Source: an optimization exercise on an open RTL-to-GDS flow (aim: small area and a short achievable clock period). Production flows keep margins and buffers that such runs may drop.
Function was checked by simulation only, so behaviour that the tests miss may differ from the original.
In this run the design's own scripts or RTL, not TritonCTS, make the clock network.
The flow treats the clock pin as an ideal source. Dropping or thinning the clock tree relies on that and would not hold on a real chip.
Power and IR drop assume default switching activity.

==> flow/design.v <==
module alu_top(clk, a, b, op, out, carry_out, over_flow, zero);
input clk;
input [31:0] a, b;
input [2:0] op;
output reg [31:0] out;
output reg carry_out, over_flow, zero;
reg [31:0] a_r, b_r;
reg [2:0] op_r;
wire [31:0] alu_out;
wire alu_carry_out, alu_over_flow, alu_zero;
ALU alu_core(a_r, b_r, op_r, alu_out, alu_carry_out, alu_over_flow, alu_zero);
always @(posedge clk) begin
	a_r <= a;
	b_r <= b;
	op_r <= op;
	out <= alu_out;
	carry_out <= alu_carry_out;
	over_flow <= alu_over_flow;
	zero <= alu_zero;
end
endmodule

module lf_andn(a, b, y);
input a, b;
output y;
assign y = ~a & b;
endmodule
module lf_aoi21(a, b, c, y);
input a, b, c;
output y;
assign y = ~((a & b) | c);
endmodule
module lf_inv(a, y);
input a;
output y;
assign y = ~a;
endmodule
module lf_mux2(s, a, b, y);
input s, a, b;
output y;
assign y = s ? b : a;
endmodule
module lf_mux2i(s, a, b, y);
input s, a, b;
output y;
assign y = ~(s ? b : a);
endmodule
module lf_nand2(a, b, y);
input a, b;
output y;
assign y = ~(a & b);
endmodule
module lf_nand4(a, b, c, d, y);
input a, b, c, d;
output y;
assign y = ~(a & b & c & d);
endmodule
module lf_nor2(a, b, y);
input a, b;
output y;
assign y = ~(a | b);
endmodule
module lf_nor4(a, b, c, d, y);
input a, b, c, d;
output y;
assign y = ~(a | b | c | d);
endmodule
module lf_oai21(a, b, c, y);
input a, b, c;
output y;
assign y = ~((a | b) & c);
endmodule
module lf_oai22(a, b, c, d, y);
input a, b, c, d;
output y;
assign y = ~((a | b) & (c | d));
endmodule
module lf_xnor2(a, b, y);
input a, b;
output y;
assign y = ~(a ^ b);
endmodule
module lf_xor2(a, b, y);
input a, b;
output y;
assign y = a ^ b;
endmodule
module ALU(a, b, addr, out, carry_out, over_flow, zero);
input [31:0] a, b;
input [2:0] addr;
output [31:0] out;
output carry_out, over_flow, zero;
wire op3 = (addr == 3'd3);
wire bi  = (addr == 3'd1) | op3;             
wire inv = (addr == 3'd5) | (addr == 3'd6);  
wire ci  = bi | inv;                         
wire cin_n = ~ci;
wire epn = (addr == 3'd3) | (addr == 3'd4) | (addr == 3'd5);  
wire egn = ~addr[2];                                           
wire ec  = (addr == 3'd0) | (addr == 3'd1);
wire ecn = ~ec;
wire q_1;
wire q_2;
wire q_3;
wire q_4;
wire q_5;
wire q_6;
wire q_7;
wire q_8;
wire q_9;
wire q_10;
wire q_11;
wire q_12;
wire q_13;
wire q_14;
wire q_15;
wire q_16;
wire q_17;
wire q_18;
wire q_19;
wire q_20;
wire q_21;
wire q_22;
wire q_23;
wire q_24;
wire q_25;
wire q_26;
wire q_27;
wire q_28;
wire q_29;
wire q_30;
wire q_31;
wire q_32;
wire bi_33;
wire bi_34;
wire bi_35;
wire bi_36;
wire pn_37;
wire pn_38;
wire pn_39;
wire pn_40;
wire pn_41;
wire pn_42;
wire pn_43;
wire pn_44;
wire pn_45;
wire pn_46;
wire pn_47;
wire pn_48;
wire pn_49;
wire pn_50;
wire pn_51;
wire pn_52;
wire pn_53;
wire pn_54;
wire pn_55;
wire pn_56;
wire pn_57;
wire pn_58;
wire pn_59;
wire pn_60;
wire pn_61;
wire pn_62;
wire pn_63;
wire pn_64;
wire pn_65;
wire pn_66;
wire pn_67;
wire pn_68;
wire gn_69;
wire gn_70;
wire gn_71;
wire gn_72;
wire gn_73;
wire gn_74;
wire gn_75;
wire gn_76;
wire gn_77;
wire gn_78;
wire gn_79;
wire gn_80;
wire gn_81;
wire gn_82;
wire gn_83;
wire gn_84;
wire gn_85;
wire gn_86;
wire gn_87;
wire gn_88;
wire gn_89;
wire gn_90;
wire gn_91;
wire gn_92;
wire gn_93;
wire gn_94;
wire gn_95;
wire gn_96;
wire gn_97;
wire gn_98;
wire gn_99;
wire gn_100;
wire G_101;
wire G_102;
wire G_103;
wire P_104;
wire G_105;
wire P_106;
wire G_107;
wire P_108;
wire G_109;
wire P_110;
wire G_111;
wire P_112;
wire G_113;
wire P_114;
wire G_115;
wire P_116;
wire G_117;
wire P_118;
wire G_119;
wire P_120;
wire G_121;
wire P_122;
wire G_123;
wire P_124;
wire G_125;
wire P_126;
wire G_127;
wire P_128;
wire G_129;
wire P_130;
wire G_131;
wire P_132;
wire G_133;
wire G_134;
wire P_135;
wire G_136;
wire P_137;
wire G_138;
wire P_139;
wire G_140;
wire P_141;
wire G_142;
wire P_143;
wire G_144;
wire P_145;
wire G_146;
wire P_147;
wire G_148;
wire G_149;
wire P_150;
wire G_151;
wire P_152;
wire G_153;
wire P_154;
wire G_155;
wire G_156;
wire P_157;
wire G_158;
wire i_159;
wire G_160;
wire i_161;
wire G_162;
wire G_163;
wire G_164;
wire i_165;
wire G_166;
wire G_167;
wire G_168;
wire i_169;
wire G_170;
wire G_171;
wire i_172;
wire G_173;
wire G_174;
wire i_175;
wire G_176;
wire G_177;
wire G_178;
wire i_179;
wire G_180;
wire G_181;
wire i_182;
wire G_183;
wire G_184;
wire G_185;
wire G_186;
wire i_187;
wire G_188;
wire G_189;
wire G_190;
wire G_191;
wire i_192;
wire G_193;
wire G_194;
wire L_195;
wire L_196;
wire kn_197;
wire M_198;
wire L_199;
wire k_200;
wire M_201;
wire L_202;
wire M_203;
wire L_204;
wire M_205;
wire L_206;
wire M_207;
wire L_208;
wire M_209;
wire L_210;
wire M_211;
wire L_212;
wire k_213;
wire M_214;
wire L_215;
wire M_216;
wire L_217;
wire kn_218;
wire M_219;
wire L_220;
wire M_221;
wire L_222;
wire M_223;
wire L_224;
wire M_225;
wire L_226;
wire M_227;
wire L_228;
wire M_229;
wire L_230;
wire kn_231;
wire M_232;
wire L_233;
wire k_234;
wire M_235;
wire L_236;
wire M_237;
wire L_238;
wire M_239;
wire L_240;
wire M_241;
wire L_242;
wire M_243;
wire L_244;
wire M_245;
wire L_246;
wire M_247;
wire L_248;
wire kn_249;
wire M_250;
wire L_251;
wire k_252;
wire M_253;
wire L_254;
wire M_255;
wire L_256;
wire M_257;
wire L_258;
wire M_259;
wire L_260;
wire M_261;
wire L_262;
wire M_263;
wire L_264;
wire M_265;
wire z_266;
wire z_267;
wire z_268;
wire z_269;
wire z_270;
wire z_271;
wire z_272;
wire z_273;
wire z_274;
wire z_275;
wire z_276;
wire z_277;
wire z_278;
wire z_279;
wire z_280;
wire z_281;
wire z_282;
wire z_283;
wire z_284;
wire z_285;
wire mb0;
wire c31 = G_194;
wire c32 = G_158;
wire p31 = ~pn_68;
wire k1 = (op3 & ~p31) | inv;
wire k0 = (op3 & p31) | inv;
wire m1 = (ec & ci) | k1;
wire m0 = (ec & ci) | k0;
assign carry_out = c32 ^ inv;
assign over_flow = c31 ^ c32;
  lf_xnor2 u0 (.a(a[0]), .b(b[0]), .y(q_1));
  lf_xnor2 u1 (.a(a[1]), .b(b[1]), .y(q_2));
  lf_xnor2 u2 (.a(a[2]), .b(b[2]), .y(q_3));
  lf_xnor2 u3 (.a(a[3]), .b(b[3]), .y(q_4));
  lf_xnor2 u4 (.a(a[4]), .b(b[4]), .y(q_5));
  lf_xnor2 u5 (.a(a[5]), .b(b[5]), .y(q_6));
  lf_xnor2 u6 (.a(a[6]), .b(b[6]), .y(q_7));
  lf_xnor2 u7 (.a(a[7]), .b(b[7]), .y(q_8));
  lf_xnor2 u8 (.a(a[8]), .b(b[8]), .y(q_9));
  lf_xnor2 u9 (.a(a[9]), .b(b[9]), .y(q_10));
  lf_xnor2 u10 (.a(a[10]), .b(b[10]), .y(q_11));
  lf_xnor2 u11 (.a(a[11]), .b(b[11]), .y(q_12));
  lf_xnor2 u12 (.a(a[12]), .b(b[12]), .y(q_13));
  lf_xnor2 u13 (.a(a[13]), .b(b[13]), .y(q_14));
  lf_xnor2 u14 (.a(a[14]), .b(b[14]), .y(q_15));
  lf_xnor2 u15 (.a(a[15]), .b(b[15]), .y(q_16));
  lf_xnor2 u16 (.a(a[16]), .b(b[16]), .y(q_17));
  lf_xnor2 u17 (.a(a[17]), .b(b[17]), .y(q_18));
  lf_xnor2 u18 (.a(a[18]), .b(b[18]), .y(q_19));
  lf_xnor2 u19 (.a(a[19]), .b(b[19]), .y(q_20));
  lf_xnor2 u20 (.a(a[20]), .b(b[20]), .y(q_21));
  lf_xnor2 u21 (.a(a[21]), .b(b[21]), .y(q_22));
  lf_xnor2 u22 (.a(a[22]), .b(b[22]), .y(q_23));
  lf_xnor2 u23 (.a(a[23]), .b(b[23]), .y(q_24));
  lf_xnor2 u24 (.a(a[24]), .b(b[24]), .y(q_25));
  lf_xnor2 u25 (.a(a[25]), .b(b[25]), .y(q_26));
  lf_xnor2 u26 (.a(a[26]), .b(b[26]), .y(q_27));
  lf_xnor2 u27 (.a(a[27]), .b(b[27]), .y(q_28));
  lf_xnor2 u28 (.a(a[28]), .b(b[28]), .y(q_29));
  lf_xnor2 u29 (.a(a[29]), .b(b[29]), .y(q_30));
  lf_xnor2 u30 (.a(a[30]), .b(b[30]), .y(q_31));
  lf_xnor2 u31 (.a(a[31]), .b(b[31]), .y(q_32));
  lf_andn u32 (.a(addr[2]), .b(addr[0]), .y(bi_33));
  lf_andn u33 (.a(addr[2]), .b(addr[0]), .y(bi_34));
  lf_andn u34 (.a(addr[2]), .b(addr[0]), .y(bi_35));
  lf_andn u35 (.a(addr[2]), .b(addr[0]), .y(bi_36));
  lf_xor2 u36 (.a(q_1), .b(bi_33), .y(pn_37));
  lf_xor2 u37 (.a(q_2), .b(bi_33), .y(pn_38));
  lf_xor2 u38 (.a(q_3), .b(bi_33), .y(pn_39));
  lf_xor2 u39 (.a(q_4), .b(bi_33), .y(pn_40));
  lf_xor2 u40 (.a(q_5), .b(bi_33), .y(pn_41));
  lf_xor2 u41 (.a(q_6), .b(bi_33), .y(pn_42));
  lf_xor2 u42 (.a(q_7), .b(bi_33), .y(pn_43));
  lf_xor2 u43 (.a(q_8), .b(bi_33), .y(pn_44));
  lf_xor2 u44 (.a(q_9), .b(bi_34), .y(pn_45));
  lf_xor2 u45 (.a(q_10), .b(bi_34), .y(pn_46));
  lf_xor2 u46 (.a(q_11), .b(bi_34), .y(pn_47));
  lf_xor2 u47 (.a(q_12), .b(bi_34), .y(pn_48));
  lf_xor2 u48 (.a(q_13), .b(bi_34), .y(pn_49));
  lf_xor2 u49 (.a(q_14), .b(bi_34), .y(pn_50));
  lf_xor2 u50 (.a(q_15), .b(bi_34), .y(pn_51));
  lf_xor2 u51 (.a(q_16), .b(bi_34), .y(pn_52));
  lf_xor2 u52 (.a(q_17), .b(bi_35), .y(pn_53));
  lf_xor2 u53 (.a(q_18), .b(bi_35), .y(pn_54));
  lf_xor2 u54 (.a(q_19), .b(bi_35), .y(pn_55));
  lf_xor2 u55 (.a(q_20), .b(bi_35), .y(pn_56));
  lf_xor2 u56 (.a(q_21), .b(bi_35), .y(pn_57));
  lf_xor2 u57 (.a(q_22), .b(bi_35), .y(pn_58));
  lf_xor2 u58 (.a(q_23), .b(bi_35), .y(pn_59));
  lf_xor2 u59 (.a(q_24), .b(bi_35), .y(pn_60));
  lf_xor2 u60 (.a(q_25), .b(bi_36), .y(pn_61));
  lf_xor2 u61 (.a(q_26), .b(bi_36), .y(pn_62));
  lf_xor2 u62 (.a(q_27), .b(bi_36), .y(pn_63));
  lf_xor2 u63 (.a(q_28), .b(bi_36), .y(pn_64));
  lf_xor2 u64 (.a(q_29), .b(bi_36), .y(pn_65));
  lf_xor2 u65 (.a(q_30), .b(bi_36), .y(pn_66));
  lf_xor2 u66 (.a(q_31), .b(bi_36), .y(pn_67));
  lf_xor2 u67 (.a(q_32), .b(bi_36), .y(pn_68));
  lf_nand2 u68 (.a(a[0]), .b(pn_37), .y(gn_69));
  lf_nand2 u69 (.a(a[1]), .b(pn_38), .y(gn_70));
  lf_nand2 u70 (.a(a[2]), .b(pn_39), .y(gn_71));
  lf_nand2 u71 (.a(a[3]), .b(pn_40), .y(gn_72));
  lf_nand2 u72 (.a(a[4]), .b(pn_41), .y(gn_73));
  lf_nand2 u73 (.a(a[5]), .b(pn_42), .y(gn_74));
  lf_nand2 u74 (.a(a[6]), .b(pn_43), .y(gn_75));
  lf_nand2 u75 (.a(a[7]), .b(pn_44), .y(gn_76));
  lf_nand2 u76 (.a(a[8]), .b(pn_45), .y(gn_77));
  lf_nand2 u77 (.a(a[9]), .b(pn_46), .y(gn_78));
  lf_nand2 u78 (.a(a[10]), .b(pn_47), .y(gn_79));
  lf_nand2 u79 (.a(a[11]), .b(pn_48), .y(gn_80));
  lf_nand2 u80 (.a(a[12]), .b(pn_49), .y(gn_81));
  lf_nand2 u81 (.a(a[13]), .b(pn_50), .y(gn_82));
  lf_nand2 u82 (.a(a[14]), .b(pn_51), .y(gn_83));
  lf_nand2 u83 (.a(a[15]), .b(pn_52), .y(gn_84));
  lf_nand2 u84 (.a(a[16]), .b(pn_53), .y(gn_85));
  lf_nand2 u85 (.a(a[17]), .b(pn_54), .y(gn_86));
  lf_nand2 u86 (.a(a[18]), .b(pn_55), .y(gn_87));
  lf_nand2 u87 (.a(a[19]), .b(pn_56), .y(gn_88));
  lf_nand2 u88 (.a(a[20]), .b(pn_57), .y(gn_89));
  lf_nand2 u89 (.a(a[21]), .b(pn_58), .y(gn_90));
  lf_nand2 u90 (.a(a[22]), .b(pn_59), .y(gn_91));
  lf_nand2 u91 (.a(a[23]), .b(pn_60), .y(gn_92));
  lf_nand2 u92 (.a(a[24]), .b(pn_61), .y(gn_93));
  lf_nand2 u93 (.a(a[25]), .b(pn_62), .y(gn_94));
  lf_nand2 u94 (.a(a[26]), .b(pn_63), .y(gn_95));
  lf_nand2 u95 (.a(a[27]), .b(pn_64), .y(gn_96));
  lf_nand2 u96 (.a(a[28]), .b(pn_65), .y(gn_97));
  lf_nand2 u97 (.a(a[29]), .b(pn_66), .y(gn_98));
  lf_nand2 u98 (.a(a[30]), .b(pn_67), .y(gn_99));
  lf_nand2 u99 (.a(a[31]), .b(pn_68), .y(gn_100));
  lf_mux2i u100 (.s(pn_37), .a(ci), .b(a[0]), .y(G_101));
  lf_oai21 u101 (.a(pn_38), .b(G_101), .c(gn_70), .y(G_102));
  lf_oai21 u102 (.a(pn_40), .b(gn_71), .c(gn_72), .y(G_103));
  lf_nor2 u103 (.a(pn_40), .b(pn_39), .y(P_104));
  lf_oai21 u104 (.a(pn_42), .b(gn_73), .c(gn_74), .y(G_105));
  lf_nor2 u105 (.a(pn_42), .b(pn_41), .y(P_106));
  lf_oai21 u106 (.a(pn_44), .b(gn_75), .c(gn_76), .y(G_107));
  lf_nor2 u107 (.a(pn_44), .b(pn_43), .y(P_108));
  lf_oai21 u108 (.a(pn_46), .b(gn_77), .c(gn_78), .y(G_109));
  lf_nor2 u109 (.a(pn_46), .b(pn_45), .y(P_110));
  lf_oai21 u110 (.a(pn_48), .b(gn_79), .c(gn_80), .y(G_111));
  lf_nor2 u111 (.a(pn_48), .b(pn_47), .y(P_112));
  lf_oai21 u112 (.a(pn_50), .b(gn_81), .c(gn_82), .y(G_113));
  lf_nor2 u113 (.a(pn_50), .b(pn_49), .y(P_114));
  lf_oai21 u114 (.a(pn_52), .b(gn_83), .c(gn_84), .y(G_115));
  lf_nor2 u115 (.a(pn_52), .b(pn_51), .y(P_116));
  lf_oai21 u116 (.a(pn_54), .b(gn_85), .c(gn_86), .y(G_117));
  lf_nor2 u117 (.a(pn_54), .b(pn_53), .y(P_118));
  lf_oai21 u118 (.a(pn_56), .b(gn_87), .c(gn_88), .y(G_119));
  lf_nor2 u119 (.a(pn_56), .b(pn_55), .y(P_120));
  lf_oai21 u120 (.a(pn_58), .b(gn_89), .c(gn_90), .y(G_121));
  lf_nor2 u121 (.a(pn_58), .b(pn_57), .y(P_122));
  lf_oai21 u122 (.a(pn_60), .b(gn_91), .c(gn_92), .y(G_123));
  lf_nor2 u123 (.a(pn_60), .b(pn_59), .y(P_124));
  lf_oai21 u124 (.a(pn_62), .b(gn_93), .c(gn_94), .y(G_125));
  lf_nor2 u125 (.a(pn_62), .b(pn_61), .y(P_126));
  lf_oai21 u126 (.a(pn_64), .b(gn_95), .c(gn_96), .y(G_127));
  lf_nor2 u127 (.a(pn_64), .b(pn_63), .y(P_128));
  lf_oai21 u128 (.a(pn_66), .b(gn_97), .c(gn_98), .y(G_129));
  lf_nor2 u129 (.a(pn_66), .b(pn_65), .y(P_130));
  lf_oai21 u130 (.a(pn_68), .b(gn_99), .c(gn_100), .y(G_131));
  lf_nor2 u131 (.a(pn_68), .b(pn_67), .y(P_132));
  lf_aoi21 u132 (.a(P_104), .b(G_102), .c(G_103), .y(G_133));
  lf_aoi21 u133 (.a(P_108), .b(G_105), .c(G_107), .y(G_134));
  lf_nand2 u134 (.a(P_108), .b(P_106), .y(P_135));
  lf_aoi21 u135 (.a(P_112), .b(G_109), .c(G_111), .y(G_136));
  lf_nand2 u136 (.a(P_112), .b(P_110), .y(P_137));
  lf_aoi21 u137 (.a(P_116), .b(G_113), .c(G_115), .y(G_138));
  lf_nand2 u138 (.a(P_116), .b(P_114), .y(P_139));
  lf_aoi21 u139 (.a(P_120), .b(G_117), .c(G_119), .y(G_140));
  lf_nand2 u140 (.a(P_120), .b(P_118), .y(P_141));
  lf_aoi21 u141 (.a(P_124), .b(G_121), .c(G_123), .y(G_142));
  lf_nand2 u142 (.a(P_124), .b(P_122), .y(P_143));
  lf_aoi21 u143 (.a(P_128), .b(G_125), .c(G_127), .y(G_144));
  lf_nand2 u144 (.a(P_128), .b(P_126), .y(P_145));
  lf_aoi21 u145 (.a(P_132), .b(G_129), .c(G_131), .y(G_146));
  lf_nand2 u146 (.a(P_132), .b(P_130), .y(P_147));
  lf_oai21 u147 (.a(P_135), .b(G_133), .c(G_134), .y(G_148));
  lf_oai21 u148 (.a(P_139), .b(G_136), .c(G_138), .y(G_149));
  lf_nor2 u149 (.a(P_139), .b(P_137), .y(P_150));
  lf_oai21 u150 (.a(P_143), .b(G_140), .c(G_142), .y(G_151));
  lf_nor2 u151 (.a(P_143), .b(P_141), .y(P_152));
  lf_oai21 u152 (.a(P_147), .b(G_144), .c(G_146), .y(G_153));
  lf_nor2 u153 (.a(P_147), .b(P_145), .y(P_154));
  lf_aoi21 u154 (.a(P_150), .b(G_148), .c(G_149), .y(G_155));
  lf_aoi21 u155 (.a(P_154), .b(G_151), .c(G_153), .y(G_156));
  lf_nand2 u156 (.a(P_154), .b(P_152), .y(P_157));
  lf_oai21 u157 (.a(P_157), .b(G_155), .c(G_156), .y(G_158));
  lf_inv u158 (.a(G_155), .y(i_159));
  lf_aoi21 u159 (.a(P_152), .b(i_159), .c(G_151), .y(G_160));
  lf_inv u160 (.a(G_148), .y(i_161));
  lf_oai21 u161 (.a(P_137), .b(i_161), .c(G_136), .y(G_162));
  lf_oai21 u162 (.a(P_141), .b(G_155), .c(G_140), .y(G_163));
  lf_oai21 u163 (.a(P_145), .b(G_160), .c(G_144), .y(G_164));
  lf_inv u164 (.a(G_133), .y(i_165));
  lf_aoi21 u165 (.a(P_106), .b(i_165), .c(G_105), .y(G_166));
  lf_aoi21 u166 (.a(P_110), .b(G_148), .c(G_109), .y(G_167));
  lf_aoi21 u167 (.a(P_114), .b(G_162), .c(G_113), .y(G_168));
  lf_inv u168 (.a(G_155), .y(i_169));
  lf_aoi21 u169 (.a(P_118), .b(i_169), .c(G_117), .y(G_170));
  lf_aoi21 u170 (.a(P_122), .b(G_163), .c(G_121), .y(G_171));
  lf_inv u171 (.a(G_160), .y(i_172));
  lf_aoi21 u172 (.a(P_126), .b(i_172), .c(G_125), .y(G_173));
  lf_aoi21 u173 (.a(P_130), .b(G_164), .c(G_129), .y(G_174));
  lf_inv u174 (.a(G_102), .y(i_175));
  lf_oai21 u175 (.a(pn_39), .b(i_175), .c(gn_71), .y(G_176));
  lf_oai21 u176 (.a(pn_41), .b(G_133), .c(gn_73), .y(G_177));
  lf_oai21 u177 (.a(pn_43), .b(G_166), .c(gn_75), .y(G_178));
  lf_inv u178 (.a(G_148), .y(i_179));
  lf_oai21 u179 (.a(pn_45), .b(i_179), .c(gn_77), .y(G_180));
  lf_oai21 u180 (.a(pn_47), .b(G_167), .c(gn_79), .y(G_181));
  lf_inv u181 (.a(G_162), .y(i_182));
  lf_oai21 u182 (.a(pn_49), .b(i_182), .c(gn_81), .y(G_183));
  lf_oai21 u183 (.a(pn_51), .b(G_168), .c(gn_83), .y(G_184));
  lf_oai21 u184 (.a(pn_53), .b(G_155), .c(gn_85), .y(G_185));
  lf_oai21 u185 (.a(pn_55), .b(G_170), .c(gn_87), .y(G_186));
  lf_inv u186 (.a(G_163), .y(i_187));
  lf_oai21 u187 (.a(pn_57), .b(i_187), .c(gn_89), .y(G_188));
  lf_oai21 u188 (.a(pn_59), .b(G_171), .c(gn_91), .y(G_189));
  lf_oai21 u189 (.a(pn_61), .b(G_160), .c(gn_93), .y(G_190));
  lf_oai21 u190 (.a(pn_63), .b(G_173), .c(gn_95), .y(G_191));
  lf_inv u191 (.a(G_164), .y(i_192));
  lf_oai21 u192 (.a(pn_65), .b(i_192), .c(gn_97), .y(G_193));
  lf_oai21 u193 (.a(pn_67), .b(G_174), .c(gn_99), .y(G_194));
  lf_oai22 u194 (.a(pn_37), .b(epn), .c(gn_69), .d(egn), .y(L_195));
  lf_xor2 u195 (.a(L_195), .b(mb0), .y(out[0]));
  lf_oai22 u196 (.a(pn_38), .b(epn), .c(gn_70), .d(egn), .y(L_196));
  lf_mux2i u197 (.s(G_158), .a(k0), .b(k1), .y(kn_197));
  lf_oai21 u198 (.a(G_101), .b(ecn), .c(kn_197), .y(M_198));
  lf_xor2 u199 (.a(L_196), .b(M_198), .y(out[1]));
  lf_oai22 u200 (.a(pn_39), .b(epn), .c(gn_71), .d(egn), .y(L_199));
  lf_mux2 u201 (.s(G_158), .a(k0), .b(k1), .y(k_200));
  lf_aoi21 u202 (.a(G_102), .b(ec), .c(k_200), .y(M_201));
  lf_xnor2 u203 (.a(L_199), .b(M_201), .y(out[2]));
  lf_oai22 u204 (.a(pn_40), .b(epn), .c(gn_72), .d(egn), .y(L_202));
  lf_aoi21 u205 (.a(G_176), .b(ec), .c(k_200), .y(M_203));
  lf_xnor2 u206 (.a(L_202), .b(M_203), .y(out[3]));
  lf_oai22 u207 (.a(pn_41), .b(epn), .c(gn_73), .d(egn), .y(L_204));
  lf_oai21 u208 (.a(G_133), .b(ecn), .c(kn_197), .y(M_205));
  lf_xor2 u209 (.a(L_204), .b(M_205), .y(out[4]));
  lf_oai22 u210 (.a(pn_42), .b(epn), .c(gn_74), .d(egn), .y(L_206));
  lf_aoi21 u211 (.a(G_177), .b(ec), .c(k_200), .y(M_207));
  lf_xnor2 u212 (.a(L_206), .b(M_207), .y(out[5]));
  lf_oai22 u213 (.a(pn_43), .b(epn), .c(gn_75), .d(egn), .y(L_208));
  lf_oai21 u214 (.a(G_166), .b(ecn), .c(kn_197), .y(M_209));
  lf_xor2 u215 (.a(L_208), .b(M_209), .y(out[6]));
  lf_oai22 u216 (.a(pn_44), .b(epn), .c(gn_76), .d(egn), .y(L_210));
  lf_aoi21 u217 (.a(G_178), .b(ec), .c(k_200), .y(M_211));
  lf_xnor2 u218 (.a(L_210), .b(M_211), .y(out[7]));
  lf_oai22 u219 (.a(pn_45), .b(epn), .c(gn_77), .d(egn), .y(L_212));
  lf_mux2 u220 (.s(G_158), .a(k0), .b(k1), .y(k_213));
  lf_aoi21 u221 (.a(G_148), .b(ec), .c(k_213), .y(M_214));
  lf_xnor2 u222 (.a(L_212), .b(M_214), .y(out[8]));
  lf_oai22 u223 (.a(pn_46), .b(epn), .c(gn_78), .d(egn), .y(L_215));
  lf_aoi21 u224 (.a(G_180), .b(ec), .c(k_213), .y(M_216));
  lf_xnor2 u225 (.a(L_215), .b(M_216), .y(out[9]));
  lf_oai22 u226 (.a(pn_47), .b(epn), .c(gn_79), .d(egn), .y(L_217));
  lf_mux2i u227 (.s(G_158), .a(k0), .b(k1), .y(kn_218));
  lf_oai21 u228 (.a(G_167), .b(ecn), .c(kn_218), .y(M_219));
  lf_xor2 u229 (.a(L_217), .b(M_219), .y(out[10]));
  lf_oai22 u230 (.a(pn_48), .b(epn), .c(gn_80), .d(egn), .y(L_220));
  lf_aoi21 u231 (.a(G_181), .b(ec), .c(k_213), .y(M_221));
  lf_xnor2 u232 (.a(L_220), .b(M_221), .y(out[11]));
  lf_oai22 u233 (.a(pn_49), .b(epn), .c(gn_81), .d(egn), .y(L_222));
  lf_aoi21 u234 (.a(G_162), .b(ec), .c(k_213), .y(M_223));
  lf_xnor2 u235 (.a(L_222), .b(M_223), .y(out[12]));
  lf_oai22 u236 (.a(pn_50), .b(epn), .c(gn_82), .d(egn), .y(L_224));
  lf_aoi21 u237 (.a(G_183), .b(ec), .c(k_213), .y(M_225));
  lf_xnor2 u238 (.a(L_224), .b(M_225), .y(out[13]));
  lf_oai22 u239 (.a(pn_51), .b(epn), .c(gn_83), .d(egn), .y(L_226));
  lf_oai21 u240 (.a(G_168), .b(ecn), .c(kn_218), .y(M_227));
  lf_xor2 u241 (.a(L_226), .b(M_227), .y(out[14]));
  lf_oai22 u242 (.a(pn_52), .b(epn), .c(gn_84), .d(egn), .y(L_228));
  lf_aoi21 u243 (.a(G_184), .b(ec), .c(k_213), .y(M_229));
  lf_xnor2 u244 (.a(L_228), .b(M_229), .y(out[15]));
  lf_oai22 u245 (.a(pn_53), .b(epn), .c(gn_85), .d(egn), .y(L_230));
  lf_mux2i u246 (.s(G_158), .a(k0), .b(k1), .y(kn_231));
  lf_oai21 u247 (.a(G_155), .b(ecn), .c(kn_231), .y(M_232));
  lf_xor2 u248 (.a(L_230), .b(M_232), .y(out[16]));
  lf_oai22 u249 (.a(pn_54), .b(epn), .c(gn_86), .d(egn), .y(L_233));
  lf_mux2 u250 (.s(G_158), .a(k0), .b(k1), .y(k_234));
  lf_aoi21 u251 (.a(G_185), .b(ec), .c(k_234), .y(M_235));
  lf_xnor2 u252 (.a(L_233), .b(M_235), .y(out[17]));
  lf_oai22 u253 (.a(pn_55), .b(epn), .c(gn_87), .d(egn), .y(L_236));
  lf_oai21 u254 (.a(G_170), .b(ecn), .c(kn_231), .y(M_237));
  lf_xor2 u255 (.a(L_236), .b(M_237), .y(out[18]));
  lf_oai22 u256 (.a(pn_56), .b(epn), .c(gn_88), .d(egn), .y(L_238));
  lf_aoi21 u257 (.a(G_186), .b(ec), .c(k_234), .y(M_239));
  lf_xnor2 u258 (.a(L_238), .b(M_239), .y(out[19]));
  lf_oai22 u259 (.a(pn_57), .b(epn), .c(gn_89), .d(egn), .y(L_240));
  lf_aoi21 u260 (.a(G_163), .b(ec), .c(k_234), .y(M_241));
  lf_xnor2 u261 (.a(L_240), .b(M_241), .y(out[20]));
  lf_oai22 u262 (.a(pn_58), .b(epn), .c(gn_90), .d(egn), .y(L_242));
  lf_aoi21 u263 (.a(G_188), .b(ec), .c(k_234), .y(M_243));
  lf_xnor2 u264 (.a(L_242), .b(M_243), .y(out[21]));
  lf_oai22 u265 (.a(pn_59), .b(epn), .c(gn_91), .d(egn), .y(L_244));
  lf_oai21 u266 (.a(G_171), .b(ecn), .c(kn_231), .y(M_245));
  lf_xor2 u267 (.a(L_244), .b(M_245), .y(out[22]));
  lf_oai22 u268 (.a(pn_60), .b(epn), .c(gn_92), .d(egn), .y(L_246));
  lf_aoi21 u269 (.a(G_189), .b(ec), .c(k_234), .y(M_247));
  lf_xnor2 u270 (.a(L_246), .b(M_247), .y(out[23]));
  lf_oai22 u271 (.a(pn_61), .b(epn), .c(gn_93), .d(egn), .y(L_248));
  lf_mux2i u272 (.s(G_158), .a(k0), .b(k1), .y(kn_249));
  lf_oai21 u273 (.a(G_160), .b(ecn), .c(kn_249), .y(M_250));
  lf_xor2 u274 (.a(L_248), .b(M_250), .y(out[24]));
  lf_oai22 u275 (.a(pn_62), .b(epn), .c(gn_94), .d(egn), .y(L_251));
  lf_mux2 u276 (.s(G_158), .a(k0), .b(k1), .y(k_252));
  lf_aoi21 u277 (.a(G_190), .b(ec), .c(k_252), .y(M_253));
  lf_xnor2 u278 (.a(L_251), .b(M_253), .y(out[25]));
  lf_oai22 u279 (.a(pn_63), .b(epn), .c(gn_95), .d(egn), .y(L_254));
  lf_oai21 u280 (.a(G_173), .b(ecn), .c(kn_249), .y(M_255));
  lf_xor2 u281 (.a(L_254), .b(M_255), .y(out[26]));
  lf_oai22 u282 (.a(pn_64), .b(epn), .c(gn_96), .d(egn), .y(L_256));
  lf_aoi21 u283 (.a(G_191), .b(ec), .c(k_252), .y(M_257));
  lf_xnor2 u284 (.a(L_256), .b(M_257), .y(out[27]));
  lf_oai22 u285 (.a(pn_65), .b(epn), .c(gn_97), .d(egn), .y(L_258));
  lf_aoi21 u286 (.a(G_164), .b(ec), .c(k_252), .y(M_259));
  lf_xnor2 u287 (.a(L_258), .b(M_259), .y(out[28]));
  lf_oai22 u288 (.a(pn_66), .b(epn), .c(gn_98), .d(egn), .y(L_260));
  lf_aoi21 u289 (.a(G_193), .b(ec), .c(k_252), .y(M_261));
  lf_xnor2 u290 (.a(L_260), .b(M_261), .y(out[29]));
  lf_oai22 u291 (.a(pn_67), .b(epn), .c(gn_99), .d(egn), .y(L_262));
  lf_oai21 u292 (.a(G_174), .b(ecn), .c(kn_249), .y(M_263));
  lf_xor2 u293 (.a(L_262), .b(M_263), .y(out[30]));
  lf_oai22 u294 (.a(pn_68), .b(epn), .c(gn_100), .d(egn), .y(L_264));
  lf_aoi21 u295 (.a(G_194), .b(ec), .c(k_252), .y(M_265));
  lf_xnor2 u296 (.a(L_264), .b(M_265), .y(out[31]));
  lf_nor2 u297 (.a(out[0]), .b(out[1]), .y(z_266));
  lf_nor2 u298 (.a(out[2]), .b(out[3]), .y(z_267));
  lf_nor2 u299 (.a(out[4]), .b(out[5]), .y(z_268));
  lf_nor2 u300 (.a(out[6]), .b(out[7]), .y(z_269));
  lf_nor2 u301 (.a(out[8]), .b(out[9]), .y(z_270));
  lf_nor2 u302 (.a(out[10]), .b(out[11]), .y(z_271));
  lf_nor2 u303 (.a(out[12]), .b(out[13]), .y(z_272));
  lf_nor2 u304 (.a(out[14]), .b(out[15]), .y(z_273));
  lf_nor2 u305 (.a(out[16]), .b(out[17]), .y(z_274));
  lf_nor2 u306 (.a(out[18]), .b(out[19]), .y(z_275));
  lf_nor2 u307 (.a(out[20]), .b(out[21]), .y(z_276));
  lf_nor2 u308 (.a(out[22]), .b(out[23]), .y(z_277));
  lf_nor2 u309 (.a(out[24]), .b(out[25]), .y(z_278));
  lf_nor2 u310 (.a(out[26]), .b(out[27]), .y(z_279));
  lf_nor2 u311 (.a(out[28]), .b(out[29]), .y(z_280));
  lf_nor2 u312 (.a(out[30]), .b(out[31]), .y(z_281));
  lf_nand4 u313 (.a(z_266), .b(z_267), .c(z_268), .d(z_269), .y(z_282));
  lf_nand4 u314 (.a(z_270), .b(z_271), .c(z_272), .d(z_273), .y(z_283));
  lf_nand4 u315 (.a(z_274), .b(z_275), .c(z_276), .d(z_277), .y(z_284));
  lf_nand4 u316 (.a(z_278), .b(z_279), .c(z_280), .d(z_281), .y(z_285));
  lf_nor4 u317 (.a(z_282), .b(z_283), .c(z_284), .d(z_285), .y(zero));
lf_mux2 um (.s(c32), .a(m0), .b(m1), .y(mb0));   
endmodule
==> flow/flow/run.sh <==
#!/bin/bash
# The standard layout (standard.sh) with three changes to how it is made:
#  - the port buffers are sky130 buf_1 rather than the resizer's default pick;
#  - before floorplanning every combinational cell is set to drive strength 1
#    (flow/downsize.tcl), so only the resizer's timing repair sizes cells up;
#  - the timing repair aims at a setup slack margin of SETUP_MARGIN ns;
#  - the clock port drives MCTS_K buffers that each drive the flip-flops of
#    one region (flow/cts_hook.tcl), instead of TritonCTS's two-level tree.
# Each tool's output goes to ORFS's own per-step logs under orfs/logs; make's
# output goes to standard.log.
export BUFFER_PORTS_ARGS="-buffer_cell sky130_fd_sc_hd__buf_1"
export SETUP_SLACK_MARGIN=${SETUP_MARGIN:-10.8}
export PRE_FLOORPLAN_TCL=$PWD/flow/downsize.tcl
export MCTS_K=${MCTS_K:-4}
export MCTS_CELL=${MCTS_CELL:-sky130_fd_sc_hd__buf_12}
export PRE_CTS_TCL=$PWD/flow/cts_hook.tcl
bash standard.sh > standard.log 2>&1
==> flow/flow/cts_hook.tcl <==
# Clock distribution with one level of buffers: the clock port drives
# K buffer cells, each driving the flip-flops of one region of the
# core (the flip-flops split into K groups of equal size by position).
proc manual_cts {K {cell sky130_fd_sc_hd__clkbuf_16}} {
  set block [ord::get_db_block]
  set clknet [$block findNet clk]
  set master [[ord::get_db] findMaster $cell]
  set sinks {}
  foreach it [$clknet getITerms] {
    set inst [$it getInst]
    set xy [$inst getLocation]
    lappend sinks [list $it [lindex $xy 0] [lindex $xy 1]]
  }
  # split along the longer side of the sinks' bounding box
  set xs [lsort -integer [lmap s $sinks {lindex $s 1}]]
  set ys [lsort -integer [lmap s $sinks {lindex $s 2}]]
  set idx [expr {([lindex $xs end] - [lindex $xs 0]) >= ([lindex $ys end] - [lindex $ys 0]) ? 1 : 2}]
  set sinks [lsort -integer -index $idx $sinks]
  set n [llength $sinks]
  for {set g 0} {$g < $K} {incr g} {
    set lo [expr {$g * $n / $K}]
    set hi [expr {($g + 1) * $n / $K - 1}]
    set grp [lrange $sinks $lo $hi]
    set inst [odb::dbInst_create $block $master "clkbuf_m_$g"]
    set net [odb::dbNet_create $block "clk_m_$g"]
    $net setSigType CLOCK
    [$inst findITerm A] connect $clknet
    [$inst findITerm X] connect $net
    set sx 0; set sy 0
    foreach s $grp {
      set it [lindex $s 0]
      $it disconnect
      $it connect $net
      incr sx [lindex $s 1]; incr sy [lindex $s 2]
    }
    set m [llength $grp]
    $inst setLocation [expr {$sx / $m}] [expr {$sy / $m}]
    $inst setPlacementStatus PLACED
  }
}

# Used as the PRE_CTS hook of the standard flow: build the one-level clock
# distribution here, then let cts.tcl go on (detailed placement, timing
# repair) with TritonCTS's own tree building turned into a no-op.
manual_cts $::env(MCTS_K) $::env(MCTS_CELL)
set_propagated_clock [all_clocks]
rename clock_tree_synthesis tritoncts_clock_tree_synthesis
proc clock_tree_synthesis {args} {
  puts "cts_hook.tcl: clock_tree_synthesis skipped (one-level clock buffers built in the PRE_CTS hook)"
}
==> flow/flow/downsize.tcl <==
# Start placement from the smallest drive of every combinational cell that
# synthesis sized up; the timing repair later in the flow sizes up again only
# the cells on paths that need it. Flip-flops are left as synthesis made them.
set db [ord::get_db]
set n 0
foreach inst [[ord::get_db_block] getInsts] {
  set m [[$inst getMaster] getName]
  if {[regexp {^(sky130_fd_sc_hd__([a-z0-9]+))_([0-9]+)$} $m -> base kind sz] && $sz > 1
      && ![string match df* $kind] && ![string match sdf* $kind] && ![string match dl* $kind]} {
    set nm [$db findMaster ${base}_1]
    if {$nm ne "NULL"} {
      $inst swapMaster $nm
      incr n
    }
  }
}
puts "downsize.tcl: $n cells set to drive strength 1"
==> flow/standard.sh <==
#!/bin/bash
# synth_recipe.tcl (not shown) runs the flow's synth.tcl, then flattens the netlist and writes it again
# the make line also repeats each setting of config.mk as NAME=value (left out here)
make -C /OpenROAD-flow-scripts/flow DESIGN_CONFIG=/design/flow/config.mk WORK_HOME=/design/flow/orfs CLKGATE_MAP_FILE= SYNTH_SCRIPT=/design/flow/synth_recipe.tcl "${@:-finish}"
==> flow/config.mk <==
export PLATFORM = sky130hd
export DESIGN_NAME = alu_top
export DESIGN_NICKNAME = alu_top
export VERILOG_FILES = /design/flow/design.v
export SDC_FILE = /design/flow/constraint.sdc
export NUM_CORES = 4
export LEC_CHECK = 0
export CAP_MARGIN = 20
export CORE_MARGIN = 2
export CORE_UTILIZATION = 40
export SLEW_MARGIN = 20
export SYNTH_HIERARCHICAL = 1
==> flow/constraint.sdc <==
create_clock -name core_clock -period 14.5 [get_ports {clk}]
set_input_delay 2.9000 -clock core_clock [delete_from_list [all_inputs] [get_ports {clk}]]
set_output_delay 2.9000 -clock core_clock [all_outputs]
set_load 0.01 [all_outputs]
==> run summary <==
-- worst min-delay path, stage by stage (launching register included) --
cell and delay (ps):
dfxtp_4 420, nand2_1 130, xnor2_1 70
-- state kept, by name (all words and copies together) (netlist names) --
name	flops
zero	1
out	32
a_r	32
carry_out	1
over_flow	1
b_r	32
op_r	3
-- metal layers --
layer	global-route usage	up-vias	share of wire
met2	0.2811	91	0.49
met1	0.2198	1554	0.44
li1	-	1735	-
met4	0.02444	0	0.017
met5	0	-	0
met3	0.01299	10	0.051
-- worst max path at each step --
stage	startpoint	endpoint	slack, ps
3_3_place_gp	op_r[0]$_DFF_P_	zero$_DFF_P_	9980
3_5_place_dp	op_r[0]$_DFF_P_	zero$_DFF_P_	9870
6_report	zero$_DFF_P_	zero	10940
2_1_floorplan	op_r[2]$_DFF_P_	zero$_DFF_P_	10910
4_1_cts	op_r[0]$_DFF_P_	zero$_DFF_P_	10890
5_1_grt	a_r[0]$_DFF_P_	zero$_DFF_P_	10740
-- report_power, final --
part	internal, mW	switching, mW	total, mW	leakage (nW)
registers	0.328	0.0194	0.348	0.861
clock network	0.0450	0.0666	0.112	0.0376
logic	0.0931	0.146	0.239	1.04
total	0.467	0.232	0.698	1.94
-- final cells by class --
type | instances | area, um2
timing repair buffer | 115 | 480.5
multi-input combinational | 326 | 2205
fill | 1021 | 5151
tap | 136 | 170.2
sequential | 102 | 2049
buffer | 4 | 80.08
inverter | 12 | 48.80
-- layout by cell type (no fill, tap or decap) --
cell type and n:
dfxtp_4 2, xor2_1 37, mux2i_4 1, xor2_2 9, a21oi_1 33, xnor2_1 54
or2_1 1, o21ai_0 1, a21o_1 2, nor2b_4 4, nor2_1 35, mux2_2 2
o21ai_1 47, clkinvlp_4 1, dfxtp_1 100, nor4_1 1, o22ai_1 32, nand2b_1 1
nand2_1 44, mux2i_1 5, buf_12 4, a21oi_2 3, o21ai_2 2, buf_4 13
buf_1 102, o21ai_4 2, a21oi_4 2, nand4_1 4, mux2_1 3, inv_1 11
o31ai_1 1
-- what timing repair did --
item                                    4_1_cts  5_1_grt
pin swaps                                     1        2
buffers inserted                              5        7
resized for setup                            14       23
endpoints found under the setup margin       34        1
-- metrics by stage --
step | area [um2] | util | setup WS (ps) | hold WS [ps]
floorplan | 4128 | - | 10910 | 595.4
global placement | 4688 | 0.4603 | 9976 | 649.0
detailed placement | 4688 | 0.4603 | 9868 | 653.0
CTS | 4861 | 0.4773 | 10890 | 668.5
global route | 5034 | 0.4942 | 10740 | 710.3
finish | 5034 | 0.4942 | 10940 | 656.9
==> results.yml <==
worst_hold_path:
  worstHoldPathType: "reg2reg"
  worstHoldEndpoint: "carry_out$_DFF_P_"
  min_from: "op_r[2]$_DFF_P_"
  hold_depth: 2
timing:
  final.setup.tns_ps: 0
  worst_slew_pin_slew_ps: 777.9
  slew_headroom: 0.4770
  hold_viol_final: 0
  rsz0062_at_grt: "no"
  skew_ps: 12.62
  maxSlewViolCount: 0
  finalSetupViolations: 0
  min_period_over_period: 0.2458
  fmax_mhz: 280.6
  min_period_ps: 3564
floorplan:
  rows: 37
  pin_count: 103
  core_mm2: 0.01018
  die_h_um: 105.5
  dieArea_mm2: 0.01113
  initial_core_util: 0.4047
  die_w_um: 105.5
detailed_routing:
  via_per_inst: 4.878
  vias: 3390
  dr.pass1.iters: 4
  drt-total-wl_um: 9093
  routedWlPerCell_um: 13.08
  drt_iter0_markers: 95
  drcViolationCount: 0
  ant_nets: 0
worst_setup_path:
  path_max_fanout: 1
  critical_path.max_stage_delay_ps: 370
  required_ps: 11600
  r2r_start: "op_r[0]$_DFF_P_"
  cp-start-kind: "register"
  r2r_cells: 17
  worstSetupPathType: "reg2out"
  worstPathCellList: "buf_1"
  cp_num_cells: 1
  arrival_ps: 660
  crit_family: "flip-flops"
  rrSetupSlack_ps: 10990
  timing.rr.end: "zero$_DFF_P_"
  path_buf_inv: 1
  end_kind: "output pin"
  cp_slowest_cell: "dfxtp_1"
placement:
  gp_congestion: 0.8424
  port_buffers: 102
  dpl.cell_count: 679
  dp_hpwl_um: 6692
synthesis:
  synth_cells: 441
  yosysWarningCount: 7
  syn_nets: 509
cts:
  clk_latency_ps: 130
  clk_pin_slew_worst_paths_ps: 100
  cts_hold_repair.buffers: 0
run_status:
  status: "complete, no violations"
final_layout:
  n_antenna_cell: 0
  final_cells: 695
  final_nets: 629
  drive_gt1_frac: 0.08050
global_route:
  grt_start_max_net_pins: 34
  overflow: 0
  grt_antenna_before_repair: 0
  grt_util_all_layers: 0.1602
  grt_pass1_wl_um: 15170
  grt_pass1_vias: 3299
pwr:
  cellPowerDensity_mw_per_mm2: 138.7
  ir_drop_mv: 0.06035
  p_leak_nw: 1.937
  power_uw: 698.1
flow_run:
  max_cap_viol_count: 0

-- re-timing with driven ports --
How much do the figures lean on ideal ports? The routed layout below was timed once more, with nothing changed but the port constraints.
Step 1, drivers: a clkbuf_16 drives clk and a buf_2 each remaining input, both assumed.
Step 2 times the ports against the registers' clock, not the clock port: input delays grow and output delays shrink by t, the midpoint of the rising clock arrivals with the driver on.
Three values: ideal, step 1, step 2; two values: the first two.
shift t [ns]: 0.207
slack for setup (ns): 10.936 / 10.858 / 10.987
pins driven straight from the clock port: 4
After both steps this run still meets setup and hold. For this run, drivers alone change the setup slack by -0.078 ns; drivers and shift together by +0.051 ns.
